What follows belongs to an exercise in optimizing a design on an open flow for small area, a short achievable clock period and few clock cycles; a production flow would make more cautious choices. In this exercise RTL edits were held to simulation tests only and were not proved equivalent to the original. No activity file was given, so power comes from the tool's default toggle rates.

==> flow/design.v <==
module adder_32b (a, b, cin, sum);
  input  [31:0] a, b;
  input         cin;
  output [31:0] sum;
  wire [31:0] p0 = a ^ b;
  wire [31:0] g0 = a & b;
  wire [31:0] g1i = {g0[31:1], g0[0] | (p0[0] & cin)};
  wire [31:0] g [0:5];
  wire [31:0] p [0:5];
  assign g[0] = g1i;
  assign p[0] = p0;
  genvar l, k;
  generate
    for (l = 0; l < 5; l = l + 1) begin : g_lvl
      for (k = 0; k < 32; k = k + 1) begin : g_bit
        if (k >= (1 << l)) begin : g_op
          assign g[l+1][k] = g[l][k] | (p[l][k] & g[l][k - (1 << l)]);
          assign p[l+1][k] = p[l][k] & p[l][k - (1 << l)];
        end else begin : g_pass
          assign g[l+1][k] = g[l][k];
          assign p[l+1][k] = p[l][k];
        end
      end
    end
  endgenerate
  assign sum = p0 ^ {g[5][30:0], cin};
endmodule
module cs_add #(parameter W = 16, parameter B = 4) (a, b, cin, sum, cout);
  input  [W-1:0] a, b;
  input          cin;
  output [W-1:0] sum;
  output         cout;
  localparam N = W / B;
  wire [N:0] c;
  assign c[0] = cin;
  genvar i;
  generate
    for (i = 0; i < N; i = i + 1) begin : g_blk
      wire [B:0] s0 = {1'b0, a[i*B +: B]} + {1'b0, b[i*B +: B]};
      wire [B:0] s1 = {1'b0, a[i*B +: B]} + {1'b0, b[i*B +: B]} + {{B{1'b0}}, 1'b1};
      assign sum[i*B +: B] = c[i] ? s1[B-1:0] : s0[B-1:0];
      assign c[i+1] = c[i] ? s1[B] : s0[B];
    end
  endgenerate
  assign cout = c[N];
endmodule
module reg_file (clk, we, wa, wd, ra1, ra2, rd1, rd2);
  input         clk, we;
  input  [4:0]  wa, ra1, ra2;
  input  [31:0] wd;
  output [31:0] rd1, rd2;
  wire [31:0] r [0:31];
  assign r[0] = 32'd0;
  genvar i;
  generate
    for (i = 1; i < 32; i = i + 1) begin : g_reg
      reg [31:0] q;
      always @(posedge clk)
        if (we && wa == i) q <= wd;
      assign r[i] = q;
    end
  endgenerate
  assign rd1 = r[ra1];
  assign rd2 = r[ra2];
endmodule
module mips_pipeline (rst, clk, inst_adr, inst, data_adr, data_in, data_out, mem_read, mem_write);
  input rst, clk;
  output [31:0] inst_adr;
  input  [31:0] inst;
  output [31:0] data_adr;
  input  [31:0] data_in;
  output [31:0] data_out;
  output mem_read, mem_write;
  localparam [5:0] OP_R = 6'b000000, OP_LW = 6'b100011, OP_SW = 6'b101011,
                   OP_BEQ = 6'b000100, OP_ADDI = 6'b001001, OP_SLTI = 6'b001010,
                   OP_J = 6'b000010, OP_JR = 6'b000110;
  reg [31:0] pc;
  reg [31:0] x_a, x_b;
  reg [15:0] x_lo;                       
  reg [13:0] x_hi;                       
  reg [1:0]  x_pcl;
  reg        x_c;                        
  reg [15:0] x_imm;
  reg        x_wen, x_load, x_store, x_beq, x_jr, x_same;
  reg [4:0]  x_dst;
  reg        x_sub, x_and, x_or, x_slt;
  reg        x_a_ld, x_a_fw, x_a_rf;             
  reg        x_b_ld, x_b_fw, x_b_rf;             
  reg        x_o_ld, x_o_fw, x_o_rf, x_o_imm;    
  reg [31:0] m_res, m_sd;
  reg        m_wen, m_load, m_store;
  reg [4:0]  m_dst;
  wire [31:0] m_val = m_load ? data_in : m_res;
  assign data_adr  = m_res;
  assign data_out  = m_sd;
  assign mem_read  = m_load;
  assign mem_write = m_store;
  wire [31:0] x_se  = {{16{x_imm[15]}}, x_imm};
  wire [31:0] e_a   = ({32{x_a_ld}} & data_in) | ({32{x_a_fw}} & m_res) | ({32{x_a_rf}} & x_a);
  wire [31:0] e_rt  = ({32{x_b_ld}} & data_in) | ({32{x_b_fw}} & m_res) | ({32{x_b_rf}} & x_b);
  wire [31:0] e_b   = ({32{x_o_ld}} & data_in) | ({32{x_o_fw}} & m_res) | ({32{x_o_rf}} & x_b) |
                      ({32{x_o_imm}} & x_se);
  wire        e_inv = x_sub | x_slt;
  wire [31:0] e_sum;
  adder_32b ALU_ADD (.a(e_a), .b(e_b ^ {32{e_inv}}), .cin(e_inv), .sum(e_sum));
  wire        e_lt  = (e_a[31] ^ e_b[31]) ? e_a[31] : e_sum[31];
  wire [31:0] e_res = x_and ? (e_a & e_b) :
                      x_or  ? (e_a | e_b) :
                      x_slt ? {31'd0, e_lt} : e_sum;
  wire        e_eq  = (e_a == e_rt);
  wire        e_taken = x_beq & e_eq;
  wire        e_cross = x_c ^ x_imm[15];
  wire [13:0] e_hi    = e_cross ? (x_c ? x_hi + 14'd1 : x_hi - 14'd1) : x_hi;
  wire [31:0] e_bt    = {e_hi, x_lo, x_pcl};
  wire        redirect = e_taken | x_jr | (x_same & e_cross);
  wire [31:0] redirect_pc = x_jr ? e_a : e_bt;
  always @(posedge clk) begin
    if (rst) begin
      m_wen   <= 1'b0;
      m_load  <= 1'b0;
      m_store <= 1'b0;
    end else begin
      m_wen   <= x_wen;
      m_load  <= x_load;
      m_store <= x_store;
    end
    m_res <= e_res;
    m_sd  <= e_rt;
    m_dst <= x_dst;
  end
  assign inst_adr = pc;
  wire [5:0]  op    = inst[31:26];
  wire [4:0]  rs    = inst[25:21];
  wire [4:0]  rt    = inst[20:16];
  wire [4:0]  rd    = inst[15:11];
  wire [5:0]  funct = inst[5:0];
  wire [15:0] imm   = inst[15:0];
  wire is_r    = (op == OP_R);
  wire is_lw   = (op == OP_LW);
  wire is_sw   = (op == OP_SW);
  wire is_beq  = (op == OP_BEQ);
  wire is_addi = (op == OP_ADDI);
  wire is_slti = (op == OP_SLTI);
  wire is_j    = (op == OP_J);
  wire is_jr   = (op == OP_JR);
  wire [4:0] dst = is_r ? rd : rt;
  wire       wen = (is_r | is_lw | is_addi | is_slti) & (dst != 5'd0);
  wire f_add = is_r & (funct == 6'b100000);
  wire f_sub = is_r & (funct == 6'b100011);
  wire f_or  = is_r & (funct == 6'b100101);
  wire f_slt = is_r & (funct == 6'b101010);
  wire f_and = is_r & ~(f_add | f_sub | f_or | f_slt);
  wire hit_rs = x_wen & (x_dst == rs);
  wire hit_rt = x_wen & (x_dst == rt);
  wire        w_en = m_wen;
  wire [31:0] rf_a, rf_b;
  reg_file RF (.clk(clk), .we(w_en), .wa(m_dst), .wd(m_val),
               .ra1(rs), .ra2(rt), .rd1(rf_a), .rd2(rf_b));
  wire [31:0] d_a = (w_en && m_dst == rs) ? m_val : rf_a;
  wire [31:0] d_b = (w_en && m_dst == rt) ? m_val : rf_b;
  wire [31:0] pc4 = pc + 32'd4;
  wire [16:0] lo;
  cs_add #(16, 4) BT_ADD (.a(pc[17:2]), .b(imm), .cin(1'b1), .sum(lo[15:0]), .cout(lo[16]));
  wire        beq_same = is_beq & (rs == rt);
  wire        go    = ~redirect;
  wire        s_red = redirect;
  wire        s_j   = go & is_j;
  wire        s_bt  = go & beq_same;
  wire        s_inc = go & ~is_j & ~beq_same;
  wire [31:0] pc_next = ({32{s_red}} & redirect_pc) |
                        ({32{s_j}}   & {pc4[31:28], inst[25:0], 2'b00}) |
                        ({32{s_inc}} & pc4) |
                        ({32{s_bt}}  & {pc[31:18], lo[15:0], pc[1:0]});
  always @(posedge clk) begin
    if (rst)
      pc <= 32'd0;
    else
      pc <= pc_next;
  end
  wire kill = rst | redirect;
  always @(posedge clk) begin
    if (kill) begin
      x_wen   <= 1'b0;
      x_load  <= 1'b0;
      x_store <= 1'b0;
      x_beq   <= 1'b0;
      x_jr    <= 1'b0;
      x_same  <= 1'b0;
    end else begin
      x_wen   <= wen;
      x_load  <= is_lw;
      x_store <= is_sw;
      x_beq   <= is_beq & ~beq_same;
      x_jr    <= is_jr;
      x_same  <= beq_same;
    end
    x_a     <= d_a;
    x_b     <= d_b;
    x_lo    <= lo[15:0];
    x_c     <= lo[16];
    x_hi    <= pc[31:18];
    x_pcl   <= pc[1:0];
    x_imm   <= imm;
    x_dst   <= dst;
    x_sub   <= f_sub;
    x_and   <= f_and;
    x_or    <= f_or;
    x_slt   <= f_slt | is_slti;
    x_a_ld  <= hit_rs & x_load;
    x_a_fw  <= hit_rs & ~x_load;
    x_a_rf  <= ~hit_rs;
    x_b_ld  <= hit_rt & x_load;
    x_b_fw  <= hit_rt & ~x_load;
    x_b_rf  <= ~hit_rt;
    x_o_ld  <= is_r & hit_rt & x_load;
    x_o_fw  <= is_r & hit_rt & ~x_load;
    x_o_rf  <= is_r & ~hit_rt;
    x_o_imm <= ~is_r;
  end
endmodule
==> flow/config.mk <==
export PLATFORM = sky130hd
export DESIGN_NAME = mips_pipeline
export DESIGN_NICKNAME = mips_pipeline
export VERILOG_FILES = /design/flow/design.v
export SDC_FILE = /design/flow/constraint.sdc
export NUM_CORES = 4
export LEC_CHECK = 0
export CAP_MARGIN = 20
export CORE_MARGIN = 2
export CORE_UTILIZATION = 40
export CTS_BUF_LIST = sky130_fd_sc_hd__clkbuf_8
export CTS_CLUSTER_DIAMETER = 60
export CTS_CLUSTER_SIZE = 15
export PLACE_DENSITY = 0.6
export SETUP_SLACK_MARGIN = 5
export SLEW_MARGIN = 20
export TNS_END_PERCENT = 0
==> flow/constraint.sdc <==
create_clock -name core_clock -period 10.0 [get_ports {clk}]
set_input_delay 2.0000 -clock core_clock [delete_from_list [all_inputs] [get_ports {clk}]]
set_output_delay 2.0000 -clock core_clock [all_outputs]
set_load 0.01 [all_outputs]
standard.sh (not shown) runs the stock make flow with config.mk's settings and CLKGATE_MAP_FILE= SYNTH_SCRIPT=/design/flow/synth_recipe.tcl, a recipe that flattens the netlist after the stock synthesis.
==> flow/flow/run.sh <==
#!/bin/bash
set -euo pipefail
bash standard.sh SETUP_SLACK_MARGIN=7 finish > standard_flow.log 2>&1
Testbench counts at the start, summed over its fixed seeds: cycles 45,965.
Edit:
- CTS_CLUSTER_DIAMETER: 60 -> unset
- CTS_CLUSTER_SIZE: 15 -> unset
Core utilization goes up by 1.6 points.
Sequential power barely changes.
Total power goes up by 13%.
Routed wire length goes up by 0.84%.
Flip-flop and latch count does not change.
Non-clock buffer count goes up by 7.
Edit:
==> flow/flow/run.sh (replaced) <==
#!/bin/bash
set -euo pipefail
bash standard.sh SETUP_SLACK_MARGIN=8 finish > standard_flow.log 2>&1
=> The new run completed without violations; critical path depth does not change; routed wire length is unchanged; fmax stays the same; non-clock buffer count does not change; power is unchanged; count of clock-buffer cells in the layout is unchanged; worst hold slack is unchanged; combinational power stays flat; clock skew does not change; die area stays the same; area after synthesis is unchanged.

==> port drivers added, routing unchanged <==
The results above use ideal ports. As a check the final layouts listed here were re-extracted and re-timed, cells and wires unchanged.
Step 1 (the two cells are an assumption about what drives the block):
set clk [get_ports {clk}]
set_driving_cell -lib_cell sky130_fd_sc_hd__clkbuf_16 $clk
set_driving_cell -lib_cell sky130_fd_sc_hd__buf_2 [delete_from_list [all_inputs] $clk]
Step 2, shift: input delay + t, output delay - t, t = (earliest + latest rising clock arrival at the registers) / 2. This alone moves slack from input paths to output paths.
a / b / c = ideal ports / drivers / drivers and shift; a / b = the first two.
| run | t (ns) | setup slack, ns | hold slack, ns |
|---|---|---|---|
| the first run | 0.968 | 5.573 / 5.618 / 4.650 | 0.409 / 0.409 / 0.409 |
| the second run | 1.035 | 5.680 / 5.705 / 4.670 | 0.408 / 0.408 / 0.408 |
| the third run | 1.035 | 5.680 / 5.705 / 4.670 | 0.408 / 0.408 / 0.408 |
After both steps setup and hold are still met in every run listed.
